What follows belongs to an exercise in optimizing a design on an open flow for small area; a production flow would make more cautious choices. The RTL was checked by simulation tests, not by an equivalence proof against the original design. Power and IR drop assume default switching activity.

==> flow/design.v, too long to show whole: its modules and the start of the top module <==
// module arith_lite: 967 lines
// module al_fa: 4 lines
// module al_ha: 4 lines
// module al_x2: 3 lines
// module al_sel3: 4 lines
module arith_lite(
   input  logic        clk_i,
   input  logic        rst_ni,
   input  logic [31:0] inp_a,
   input  logic [31:0] inp_b,
   input  logic [1:0]  op,
   output logic [31:0] sum_o,
   output logic [31:0] mult_o,
   output logic        eq_o
);
  // ...
==> flow/flow/run.sh <==
#!/bin/bash
set -euo pipefail
bash standard.sh 'BUFFER_PORTS_ARGS=-buffer_cell sky130_fd_sc_hd__buf_1' finish > flow_make.log 2>&1
==> flow/standard.sh <==
#!/bin/bash
# synth_recipe.tcl (not shown) runs the flow's synth.tcl, then flattens the netlist and writes it again
# the make line also repeats each setting of config.mk as NAME=value (left out here)
make -C /OpenROAD-flow-scripts/flow DESIGN_CONFIG=/design/flow/config.mk WORK_HOME=/design/flow/orfs CLKGATE_MAP_FILE= SYNTH_SCRIPT=/design/flow/synth_recipe.tcl "${@:-finish}"
==> flow/config.mk <==
export PLATFORM = sky130hd
export DESIGN_NAME = arith_lite
export DESIGN_NICKNAME = arith_lite
export VERILOG_FILES = /design/flow/design.v
export SDC_FILE = /design/flow/constraint.sdc
export NUM_CORES = 4
export LEC_CHECK = 0
export ABC_AREA = 0
export ABC_CLOCK_PERIOD_IN_PS = 100000
export CAP_MARGIN = 20
export CORE_MARGIN = 2
export CORE_UTILIZATION = 40
export CTS_BUF_LIST = sky130_fd_sc_hd__clkbuf_8
export GPL_TIMING_DRIVEN = 0
export PLACE_DENSITY = 0.5
export SLEW_MARGIN = 20
export SYNTH_HIERARCHICAL = 1
export SYNTH_MINIMUM_KEEP_SIZE = 0
==> flow/constraint.sdc <==
create_clock -name core_clock -period 7.5 [get_ports {clk_i}]
set_input_delay 1.5000 -clock core_clock [delete_from_list [all_inputs] [get_ports {clk_i}]]
set_output_delay 1.5000 -clock core_clock [all_outputs]
set_load 0.01 [all_outputs]
==> impl_metrics.json, run 1 <==
{
  "crit_family": "adder cells",
  "powerDensity_nw_per_um2": 380,
  "viasPerCell": 7.07,
  "synth_compound_area_share_pct": 25.4,
  "status": "timing/DRC/antenna clean",
  "critPathSlowestCell": "nor3b_2",
  "non_clock_inverter_count": 28,
  "p_sw_mw": 2.77,
  "globalRoute.totalOverflow": 0,
  "cp-end-kind": "flip-flop",
  "synthXorXnorAreaFrac_pct": 6.42,
  "rr_endpoint": "rn_q[30]",
  "final.fill_count": 2997,
  "rows": 65,
  "final_antenna_net_count": 0,
  "pwr-share-clk_pct": 12.1,
  "yosysUniqueCellTypes": 47,
  "cts_buffers": 17,
  "mostFrequentLayoutCells": "a222oi_1, fa_1, buf_1",
  "final_common_cell": "a222oi_1",
  "startpoint_type": "flip-flop",
  "nMultiInputCombCells": 968,
  "met3_wirelength_mm": 6.56,
  "busiest_layer": "met2",
  "combPwrFrac_pct": 65.7,
  "yosysSeqAreaShare_pct": 20.8,
  "seqCellArea_um2": 2670,
  "cts_hold_buf": 0,
  "max-clock-path-buffers": 2,
  "synth_top_area_cell": "fa_1",
  "synth_warnings": 7,
  "post_cts_buffers": 0,
  "io_buffers": 132,
  "nWellTaps": 402,
  "tightestPinTransition_ns": 1.26,
  "antenna_found_initial": 0,
  "buffers_excl_clock": 177,
  "numClockSinks": 132,
  "placed_cell_area_um2": 14400,
  "max-vdd-ir-drop_uv": 268
}
==> run 2, diff against run 1 <==
--- a/flow/design.v
+++ b/flow/design.v
@@ -222,32 +222,34 @@
    al_x2 u_ta_x28 (.a(ta_p[28]), .b(ta_c[28]), .y(ta_s[28]));
    al_x2 u_ta_x29 (.a(ta_p[29]), .b(ta_c[29]), .y(ta_s[29]));
    al_x2 u_ta_x30 (.a(ta_p[30]), .b(ta_c[30]), .y(ta_s[30]));
    al_x2 u_ta_x31 (.a(ta_p[31]), .b(ta_c[31]), .y(ta_s[31]));
    wire ta_co = ta_G31_0;
    wire eq1 = ~|ta_p;
    wire [31:0] t1 = {ta_s[31:1], (op == 2'd2) ? eq1 : ta_s[0]};
    logic [31:0] a_q, b_q, t_q;
+   logic        m_q;
    logic [1:0]  tag1_q, tag2_q;
    always_ff @(posedge clk_i) begin
       a_q  <= inp_a;
       b_q  <= inp_b;
       t_q  <= t1;
+      m_q  <= mul1;
    end
    always_ff @(posedge clk_i, negedge rst_ni) begin
       if (~rst_ni) begin
          tag1_q <= 2'b00;
          tag2_q <= 2'b00;
       end else begin
          tag1_q <= tag_d;
          tag2_q <= tag1_q;
       end
    end
-   wire mul = tag1_q == 2'b10;
+   wire mul = m_q;
    logic [15:0] s1, s2, s3;
    for (genvar j = 0; j < 16; j++) begin : g_dig
       assign s1[j] = mul &  b_q[2*j] & ~b_q[2*j+1];
       assign s2[j] = mul & ~b_q[2*j] &  b_q[2*j+1];
       if (j == 0) begin : g_row0
          assign s3[j] = ~mul | (b_q[2*j] & b_q[2*j+1]);
       end else begin : g_rown
          assign s3[j] = mul & b_q[2*j] & b_q[2*j+1];
==> run 2 against run 1 <==
Sequential cell count increased by 1. Still clean. Utilization decreased by 0.61 points. Critical endpoint is now rn_q[31]. First-iteration DRC count decreased by 3.1%. Non-clock buffer count decreased by 21. Design area decreased by 1.0%. Fmax decreased by 0.77%. Cell count decreased by 0.98%. Power decreased by 6.4%.
==> impl_metrics.json, run 2 <==
{
  "status": "timing/DRC/antenna clean",
  "syn_to_final_growth_pct": 14.4,
  "path_clk_slew_ns": 0.08,
  "gp_congestion": 0.905,
  "finClkSkew_ns": 0.0219,
  "final_common_cell": "a222oi_1",
  "crit_required_ns": 7.87,
  "rr_endpoint": "rn_q[31]",
  "cp-end-kind": "flip-flop",
  "max-vdd-ir-drop_uv": 219,
  "period_needed_ns": 7.17,
  "startpoint_type": "flip-flop",
  "synth_top_area_share_pct": 30.5,
  "synth_commonest_cells": "a222oi_1, fa_1, dfxtp_1, nor2_1, xor2_1",
  "ctsRootBufferMaster": "clkbuf_8",
  "hold_slack_ns": 0.355,
  "grt_setup_unrepaired": "no",
  "min_path_type": "flip-flop to flip-flop",
  "synth_warnings": 7,
  "numClockSinks": 133,
  "post-route-period-util_pct": 95.6,
  "final_antenna_net_count": 0,
  "maxSlewHeadroom_pct": 18.0,
  "grt_max_degree": 33,
  "die_y_um": 183,
  "cts_hold_buf": 0,
  "tightestPinTransition_ns": 1.23,
  "synthArstFlopShare_pct": 3.01,
  "h-tree-depth": 4,
  "synth_area_um2": 12900,
  "hpwl_mm": 35.1,
  "grtUsageTotal_pct": 30.4,
  "yosysMostFrequentCell": "a222oi_1",
  "drv_slew": 0,
  "syn-instance-count": 1111,
  "mostFrequentLayoutCells": "a222oi_1, fa_1, buf_1",
  "cts_tree": "built",
  "drt-wirelength-per-cell_um": 30.1,
  "clk_latency_ns": 0.50,
  "syn-mean-instance-area_um2": 11.6,
  "antenna_found_initial": 0,
  "synth-edff-count": 0,
  "grt_pass1_wl_mm": 76.0,
  "regToRegStartpoint": "m_q",
  "drt_iter0_drc": 3653,
  "critPathKind": "flip-flop to flip-flop",
  "ys_seq_elements": 133,
  "vias": 12100,
  "synth.area.top_cells": "fa_1, a222oi_1, dfxtp_1",
  "fmax_mhz": 140,
  "dieWidth_um": 183,
  "layout_setup_ws_ns": 0.332,
  "grt_pass1_vias": 12100,
  "drive_gt1_share_pct": 8.87,
  "yosysSeqAreaShare_pct": 20.8,
  "fin_nets": 1619,
  "rows": 65,
  "cp-startpoint": "m_q",
  "crit_end": "rn_q[31]",
  "r2r_slack_ns": 0.33,
  "globalRoute.totalOverflow": 0,
  "powerDensity_nw_per_um2": 359,
  "viasPerCell": 7.01,
  "dieArea_um2": 33600,
  "routed_wl_mm": 51.8,
  "max-cap-violations": 0,
  "yosys_most_used_dff": "dfxtp_1",
  "io_buffers": 132,
  "drt_first_pass_iters": 17,
  "synth_top_area_cell": "fa_1",
  "cp_max_fo": 14,
  "start_util_pct": 40.7,
  "place_ws_ns": 0.199,
  "boundaryPins": 133,
  "ff2ff_path_depth": 18,
  "yosysUniqueCellTypes": 46,
  "max-clock-path-buffers": 2,
  "core_area_um2": 31600,
  "setup_violations": 0,
  "worst_hold_startpoint": "tag1_q[0]",
  "drc_errors": 0,
  "hold_viol_final": 0,
  "critPathArrivalTime_ns": 7.54,
  "cts_buffers": 17,
  "leakage_nw": 4.81
}
## run 2: cell types whose count changed after synthesis, sizes merged, moves of 3 or more
cell	previous run	this run
a21o	21	27
a31o	2	7
and3b	1	9
nand2	39	53
nand2b	18	11
nor2	92	95
nor3	6	2
nor3b	13	1
o21ai	16	8
o31ai	0	5
## run 2: layer usage
layer	part of all wire [%]	GRT usage (%)	routed length, µm
met2	45	46.9	23300
met1	39	40.0	20300
met4	3.7	13.6	1940
met3	12	8.08	6210
met5	0	0	0
## run 2: metrics by stage
stage          instances  util, %  area, µm²  setup TNS [ns]  power (mW)
4_1_cts             1720     46.5      14700               0        5.31
3_3_place_gp        1679     44.3      14000          -10.36        4.62
3_5_place_dp        1688     45.2      14300               0        4.66
5_1_grt             1721     46.5      14700               0        5.78
6_report            1722     46.5      14700               0        5.29
2_1_floorplan       1145        -      13000               0        3.66
## run 2: critical path, cell delays in order (launching register included)
cell and delay [ns]:
dfxtp_1 0.48, clkbuf_1 0.47, clkbuf_2 0.40, nand2_1 0.08, nor2_1 0.92, a222oi_1 0.34
fa_1 0.48, fa_1 0.57, fa_1 0.43, fa_1 0.49, fa_1 0.46, fa_1 0.39
ha_1 0.37, and4_1 0.25, o21ai_0 0.08, a31o_2 0.18, nand3_1 0.15, a211o_1 0.34
xor2_1 0.16
## run 2: worst min-delay path by stage
stage           endpoint  depth (start not counted)
3_3_place_gp   tag2_q[1]                          0
2_1_floorplan  tag2_q[0]                          0
3_5_place_dp   tag2_q[0]                          0
5_1_grt        tag2_q[1]                          0
4_1_cts        tag2_q[0]                          0
6_report       tag2_q[0]                          0
## run 2: cell type report
class	instances	area [µm²]
Fill cell	2999	16900
Multi-Input combinational cell	970	10300
Sequential cell	133	2690
Timing Repair Buffer	141	711
Tap cell	402	503
Clock buffer	17	234
Clock inverter	15	165
Inverter	28	105
Buffer	15	57.6
Antenna cell	1	2.50
## run 2: cells by family (layout without fill, tap and decap cells)
group / Yosys count / after routing / share of synthesized area [%]
xor gates and xnor gates: 94 / 94 / 6.39
and+or+nand+nor: 212 / 213 / 7.62
AOI/OAI and AO/OA: 351 / 351 / 25.9
buffers and inverters: 43 / 216 / 1.25
DFF: 133 / 133 / 20.8
adders and majority gates: 245 / 245 / 35.2
muxes: 31 / 31 / 2.70
other: 2 / 37 / 0.0583
## run 2: where the power goes
part	switching (mW)	internal [mW]
clock	0.333	0.303
combinational	1.94	1.47
sequential	0.315	0.934
total	2.58	2.70
## run 2: Yosys stat by module (local to each module, per instance)
module	flops+latches	area, µm²	cells
arith_lite	133	5420	550
al_fa	0	20.0	1
al_sel3	0	10.0	1
al_x2	0	8.76	1
## run 2: what timing repair did
item | in CTS | in global routing
endpoints found under the setup margin | 0 | 5
setup buffers | 0 | 0
gates resized for setup | 0 | 6

-- what the ideal ports hide --
The flow's constraints put no driver on any port. The routed layouts listed below were extracted and timed again, unchanged, in two steps. Step 1 (the two cells are an assumption about what drives the block):
set clk [get_ports {clk_i}]
set_driving_cell -lib_cell sky130_fd_sc_hd__clkbuf_16 $clk
set_driving_cell -lib_cell sky130_fd_sc_hd__buf_2 [delete_from_list [all_inputs] $clk]
Step 2 also shifts input and output timing later by t, the mid clock arrival at the registers, as if the neighbouring blocks saw the same clock. Slacks: ideal ports / drivers / drivers and shift; pairs: ideal ports / drivers.
| run | t (ns) | setup slack, ns | worst setup path at the end | worst register clock-pin slew, ns | worst slew at a driven data input, ns |
|---|---|---|---|---|---|
| run 1 | 0.546 | 0.388 / 0.388 / 0.388 | register to register | 0.11 / 0.11 | 0.04 |
| run 2 | 0.542 | 0.332 / 0.332 / 0.332 | register to register | 0.10 / 0.10 | 0.03 |
After both steps setup and hold are still met in every run listed.
